Source: an optimization exercise on an open RTL-to-GDS flow (aim: small area). Production flows keep margins and buffers that such runs may drop.
Only simulation tests tie the RTL to the original design; equivalence was not proved.
No activity file was given, so power comes from the tool's default toggle rates.

==> trial 7: inputs <==
==> flow/design.v <==
module debounce (
	input wire clk, rst, btn,
	output wire db_tick
);
reg level;        
reg waiting;      
reg [11:0] q;     
wire change = (~btn) ^ level;
wire last = waiting & (&q);
always @(posedge clk, negedge rst) begin
	if(!rst) begin
		level <= 1'b0;
		waiting <= 1'b0;
	end else begin
		level <= level ^ (change & last);
		waiting <= change & ~last;
	end
end
always @(posedge clk)
	q <= waiting ? {q[10:0], q[11] ^ q[10] ^ q[9] ^ q[3]} : 12'hFFE;
assign db_tick = change & last & ~level;
endmodule
module Tausworthe (
	input wire clk_in,
	input wire reset_in,
	input wire step,
	output wire [7:0] key
);
localparam [31:0] SEED0 = 32'h00FFFFFF, SEED1 = 32'h00CCCCCC, SEED2 = 32'h00FF00FF;
localparam [31:0] POL0 = 32'hFEFFEFFE, POL1 = 32'hCCCCCCC8, POL2 = 32'h00FF0070;
reg [31:1] r0;
reg [31:3] r1;
reg [31:4] r2;
wire [31:1] s0 = r0 ^ POL0[31:1];
wire [31:3] s1 = r1 ^ POL1[31:3];
wire [31:4] s2 = r2 ^ POL2[31:4];
wire [12:1] x0;
wire [6:3]  x1;
wire [20:4] x2;
genvar i;
generate
	for (i = 1; i <= 12; i = i + 1) begin : g0
		assign x0[i] = s0[i+6] ^ s0[i+19];
	end
	for (i = 3; i <= 6; i = i + 1) begin : g1
		assign x1[i] = s1[i+23] ^ s1[i+25];
	end
	for (i = 4; i <= 20; i = i + 1) begin : g2
		assign x2[i] = s2[i+8] ^ s2[i+11];
	end
endgenerate
wire [31:1] n0 = {s0[19:1], x0} ^ POL0[31:1];
wire [31:3] n1 = {s1[27:3], x1} ^ POL1[31:3];
wire [31:4] n2 = {s2[14:4], x2} ^ POL2[31:4];
wire st = step & reset_in;
wire hd = ~step & reset_in;
wire rs = ~reset_in;
always @(posedge clk_in) begin
	r0 <= (n0 & {31{st}}) | (r0 & {31{hd}}) | ((SEED0[31:1] ^ POL0[31:1]) & {31{rs}});
	r1 <= (n1 & {29{st}}) | (r1 & {29{hd}}) | ((SEED1[31:3] ^ POL1[31:3]) & {29{rs}});
	r2 <= (n2 & {28{st}}) | (r2 & {28{hd}}) | ((SEED2[31:4] ^ POL2[31:4]) & {28{rs}});
end
wire [31:0] w0 = {s0, x0[12]};
wire [31:0] w1 = {s1, x1[6:4]};
wire [31:0] w2 = {s2, x2[20:17]};
wire [7:0] y = w0[7:0] ^ w1[7:0] ^ w2[7:0];
function [7:0] lfsr7(input [7:0] b);
	integer k;
	begin
		lfsr7 = b;
		for (k = 0; k < 7; k = k + 1)
			lfsr7 = {lfsr7[6:0], lfsr7[7] ^ lfsr7[6] ^ lfsr7[2]};
	end
endfunction
assign key = lfsr7(y);
endmodule
module scrambler (
	input wire clk, rst, press,
	input wire [7:0] data_in,
	output wire step,
	output wire hold,
	output wire send_to_uart,
	output wire [7:0] data_in_reg
);
reg [3:0] c;
wire rest = (c == 4'd1);
always @(posedge clk or negedge rst) begin
	if(!rst)
		c <= 4'd1;
	else if(!rest)
		c <= c + 4'd1;
	else if(press)
		c <= 4'd6;
end
assign hold = c[3];
assign step = (c == 4'd15);
assign send_to_uart = (c == 4'd0);
reg [7:0] data_in_hold;
assign data_in_reg = hold ? data_in_hold : data_in;
always @(posedge clk)
	data_in_hold <= data_in_reg;
endmodule
module Crypto_Module (
	input wire clk, rst, press,
	input wire [7:0] plain_text,
	output wire [7:0] cipher_text,
	output wire [7:0] plain_text_reg,
	output wire send_to_uart
);
	wire step, hold;
	wire [7:0] key;
	scrambler scram(
		.clk(clk),
		.rst(rst),
		.press(press),
		.data_in(plain_text),
		.step(step),
		.hold(hold),
		.send_to_uart(send_to_uart),
		.data_in_reg(plain_text_reg)
	);
	Tausworthe taus(
		.clk_in(clk),
		.reset_in(rst),
		.step(step),
		.key(key)
	);
	reg valid;
	always @(posedge clk or negedge rst)
		if(!rst) valid <= 1'b0;
		else if(step) valid <= 1'b1;
	assign cipher_text = plain_text ^ (key & {8{valid}});
endmodule
module uart_tx (
	input wire clk, reset, tx_start, s_tick,
	input wire [7:0] din,
	output wire tx
);
	reg [3:0] p;
	reg [3:0] s;
	reg [7:0] data;
	reg tx_reg;
	wire idle = (p == 4'b1001);
	wire bit_end = s_tick & (&s);
	always @(posedge clk, negedge reset)
		if(!reset) begin
			p <= 4'b1001;
			tx_reg <= 1'b1;
		end else begin
			if(idle) begin
				if(tx_start) p <= 4'b1111;
			end else if(bit_end)
				p <= p + 4'd1;
			tx_reg <= p[3] ? ~p[2] : data[p[2:0]];
		end
	always @(posedge clk) begin
		s <= idle ? 4'd0 : s + {3'd0, s_tick};
		if(idle) data <= din;
	end
	assign tx = tx_reg;
endmodule
module mux #(parameter N = 8)(
	input wire select,
	input wire [N-1:0] in_1, in_2,
	output wire [N-1:0] out
);
	assign out = (select ? in_2 : in_1);
endmodule
module mod_m_counter (
	input wire clk, rst,
	output wire max_tick
);
	reg [8:0] r;
	assign max_tick = ~r[8] & r[6] & ~r[4] & ~r[3] & r[2] & ~r[1] & ~r[0];
	always @(posedge clk or negedge rst) begin
		if(~rst)
			r <= 9'b011001001;
		else
			r <= {r[7:0], r[8] ^ r[4] ^ max_tick};
	end
endmodule
module CRYPTO_PROCESSOR #(parameter DBITS = 8)(
	input wire clk, rst, en, select,
	input wire [DBITS-1:0] plain_text,
	output wire [DBITS-1:0] led_out,
	output wire tx
);
	wire press;                  
	wire [7:0] cipher_text, plain_text_reg;
	wire send_to_uart, s_tick;
	debounce btn_debounce(
		.clk(clk),
		.rst(rst),
		.btn(en),
		.db_tick(press)
	);
	Crypto_Module crypto_mod(
		.clk(clk),
		.rst(rst),
		.press(press),
		.plain_text(plain_text),
		.send_to_uart(send_to_uart),
		.cipher_text(cipher_text),
		.plain_text_reg(plain_text_reg)
	);
	uart_tx uart_tx_mod(
		.clk(clk),
		.reset(rst),
		.tx_start(send_to_uart),
		.s_tick(s_tick),
		.din(cipher_text),
		.tx(tx)
	);
	mux #(.N(DBITS)) mux1 (
		.select(select),
		.in_1(cipher_text),
		.in_2(plain_text_reg),
		.out(led_out)
	);
	mod_m_counter counter(
		.clk(clk),
		.rst(rst),
		.max_tick(s_tick)
	);
endmodule
==> flow/flow/run.sh <==
#!/bin/bash
# The standard layout (standard.sh) with these changes:
#  - synthesis maps logic with ABC's area mapper (flow/abc_area.script,
#    used through a copy of the ORFS scripts folder); registers are mapped
#    before ABC runs, so they are the standard synthesis's registers;
#  - the clock tree gets no dummy loads;
#  - ports are buffered with sky130_fd_sc_hd__buf_2.
# Each tool's output goes to the ORFS logs; standard.sh's to standard.log.
set -euo pipefail
HERE=$(pwd)
rm -rf "$HERE/scripts_local"
cp -r "$FLOW_HOME/scripts" "$HERE/scripts_local"
cp "$HERE/flow/abc_area.script" "$HERE/scripts_local/abc_area.script"
export SCRIPTS_DIR="$HERE/scripts_local"
export CTS_ARGS="-sink_clustering_enable -repair_clock_nets -buf_list sky130_fd_sc_hd__clkbuf_8 -dont_use_dummy_load"
export BUFFER_PORTS_ARGS="-buffer_cell sky130_fd_sc_hd__buf_2"
bash standard.sh > standard.log 2>&1
==> flow/flow/abc_area.script <==
strash
dch
amap
topo
stime -c
buffer -c
upsize -c
dnsize -c
==> flow/standard.sh <==
#!/bin/bash
# synth_recipe.tcl (not shown) runs the flow's synth.tcl, then flattens the netlist and writes it again
# the make line also repeats each setting of config.mk as NAME=value (left out here)
make -C /OpenROAD-flow-scripts/flow DESIGN_CONFIG=/design/flow/config.mk WORK_HOME=/design/flow/orfs CLKGATE_MAP_FILE= SYNTH_SCRIPT=/design/flow/synth_recipe.tcl "${@:-finish}"
==> flow/config.mk <==
export PLATFORM = sky130hd
export DESIGN_NAME = CRYPTO_PROCESSOR
export DESIGN_NICKNAME = CRYPTO_PROCESSOR
export VERILOG_FILES = /design/flow/design.v
export SDC_FILE = /design/flow/constraint.sdc
export NUM_CORES = 4
export LEC_CHECK = 0
export ABC_AREA = 1
export CAP_MARGIN = 20
export CORE_MARGIN = 2
export CORE_UTILIZATION = 70
export CTS_BUF_LIST = sky130_fd_sc_hd__clkbuf_8
export SLEW_MARGIN = 20
==> flow/constraint.sdc <==
create_clock -name core_clock -period 4.0 [get_ports {clk}]
set_input_delay 0.8000 -clock core_clock [delete_from_list [all_inputs] [get_ports {clk}]]
set_output_delay 0.8000 -clock core_clock [all_outputs]
set_load 0.01 [all_outputs]
==> inputs of trial 35, as changes to trial 7 <==
==> flow/design.v, changed modules only <==
module Tausworthe (
	input wire clk_in,
	input wire reset_in,
	input wire step,
	output wire [7:0] key
);
reg [31:1] s0;
reg [31:3] s1;
reg [31:4] s2;
wire [12:1] x0;
wire [6:3]  x1;
wire [20:4] x2;
genvar i;
generate
	for (i = 1; i <= 12; i = i + 1) begin : g0
		assign x0[i] = s0[i+6] ^ s0[i+19];
	end
	for (i = 3; i <= 6; i = i + 1) begin : g1
		assign x1[i] = s1[i+23] ^ s1[i+25];
	end
	for (i = 4; i <= 20; i = i + 1) begin : g2
		assign x2[i] = s2[i+8] ^ s2[i+11];
	end
endgenerate
always @(posedge clk_in or negedge reset_in) begin
	if(!reset_in) begin
		s0 <= 31'h007FFFFF;    
		s1 <= 29'h00199999;    
		s2 <= 28'h000FF00F;    
	end else if(step) begin
		s0 <= {s0[19:1], x0};
		s1 <= {s1[27:3], x1};
		s2 <= {s2[14:4], x2};
	end
end
wire [31:0] w0 = {s0, x0[12]};
wire [31:0] w1 = {s1, x1[6:4]};
wire [31:0] w2 = {s2, x2[20:17]};
wire [7:0] y = w0[7:0] ^ w1[7:0] ^ w2[7:0];
function [7:0] lfsr7(input [7:0] b);
	integer k;
	begin
		lfsr7 = b;
		for (k = 0; k < 7; k = k + 1)
			lfsr7 = {lfsr7[6:0], lfsr7[7] ^ lfsr7[6] ^ lfsr7[2]};
	end
endfunction
assign key = lfsr7(y);
endmodule
==> flow/run.sh (new file) <==
#!/bin/bash
# synth_recipe.tcl (not shown) runs the flow's synth.tcl, then flattens the netlist and writes it again
# the make line also repeats each setting of config.mk as NAME=value (left out here)
make -C /OpenROAD-flow-scripts/flow DESIGN_CONFIG=/design/flow/config.mk WORK_HOME=/design/flow/orfs CLKGATE_MAP_FILE= SYNTH_SCRIPT=/design/flow/synth_recipe.tcl finish
Settings changed: ABC_AREA 1 to not set, CORE_UTILIZATION 70 to 40, CTS_BUF_LIST sky130_fd_sc_hd__clkbuf_8 to not set.
removed: flow/flow/run.sh
removed: flow/flow/abc_area.script
removed: flow/standard.sh
==> qor summary <==
|  | trial 7 | trial 35 |
|---|---|---|
| Run status | no timing/DRC/antenna violations | no timing/DRC/antenna violations |
| Global-route total usage across every layer | 0.263 | 0.142 |
| Via count | 3975 | 3359 |
| Portion of total power attributed to sequential cells | 0.475 | 0.438 |
| Share of the synthesized netlist area taken by xor and xnor gates | 0 | 0.127 |
| Cell with the largest stage delay on the worst path | dfxtp_1 | dfstp_2 |
| Most frequently used cell type in the post-synthesis netlist | dfxtp_1 | mux2_2 |
| Worst-case vdd ir drop | 0.000431 V | 0.000385 V |
| Met3 WL | 373 µm | 275 µm |
| Total area of sequential cells | 3020 µm² | 3520 µm² |
| Width of the die | 91.3 µm | 127 µm |
| Post-synthesis cell count | 568 | 467 |
| Routed length on met1 | 4.54 mm | 4.66 mm |
| Area enclosed by the die boundary | 8330 µm² | 16100 µm² |
| Total net switching power | 1270 µW | 904 µW |
| Placement-stage worst setup slack | 836 ps | 109 ps |
| Time the worst path needs with I/O delays and setup | 3620 ps | 3910 ps |
| Layout Utilization | 0.784 | 0.486 |
| Cell chosen for the clock root | clkbuf_8 | clkbuf_16 |
| Share of flip-flops with an asynchronous set or reset | 0.149 | 0.773 |
| Final routed wirelength across all metal layers | 10.2 mm | 9.94 mm |
| Starting density of the core | 0.727 | 0.412 |

## re-timing with driven ports
How much do the figures lean on ideal ports? The routed layouts below were timed once more, with nothing changed but the port constraints.
Step 1: set_driving_cell puts a clkbuf_16 on clk and a buf_2 on each other input, an assumption about the parent block.
Step 2 moves the port delays by t, midway between the first and last clock arrival at a register: inputs arrive t later, outputs are due t later. That takes back most of the time a late clock gives input paths.
a / b / c = ideal / step 1 / step 2; a / b = the first two.
run	t (ns)	setup WS [ns]	worst setup path after step 2	slew at the worst register clock pin (ns)	worst slew at a driven data input, ns
trial 7	0.452	0.379 / 0.346 / 0.798	register to output	0.08 / 0.08	0.03
trial 35	0.451	0.092 / 0.051 / 0.502	register to output	0.06 / 0.06	0.04
After both steps every run listed still meets setup and hold.
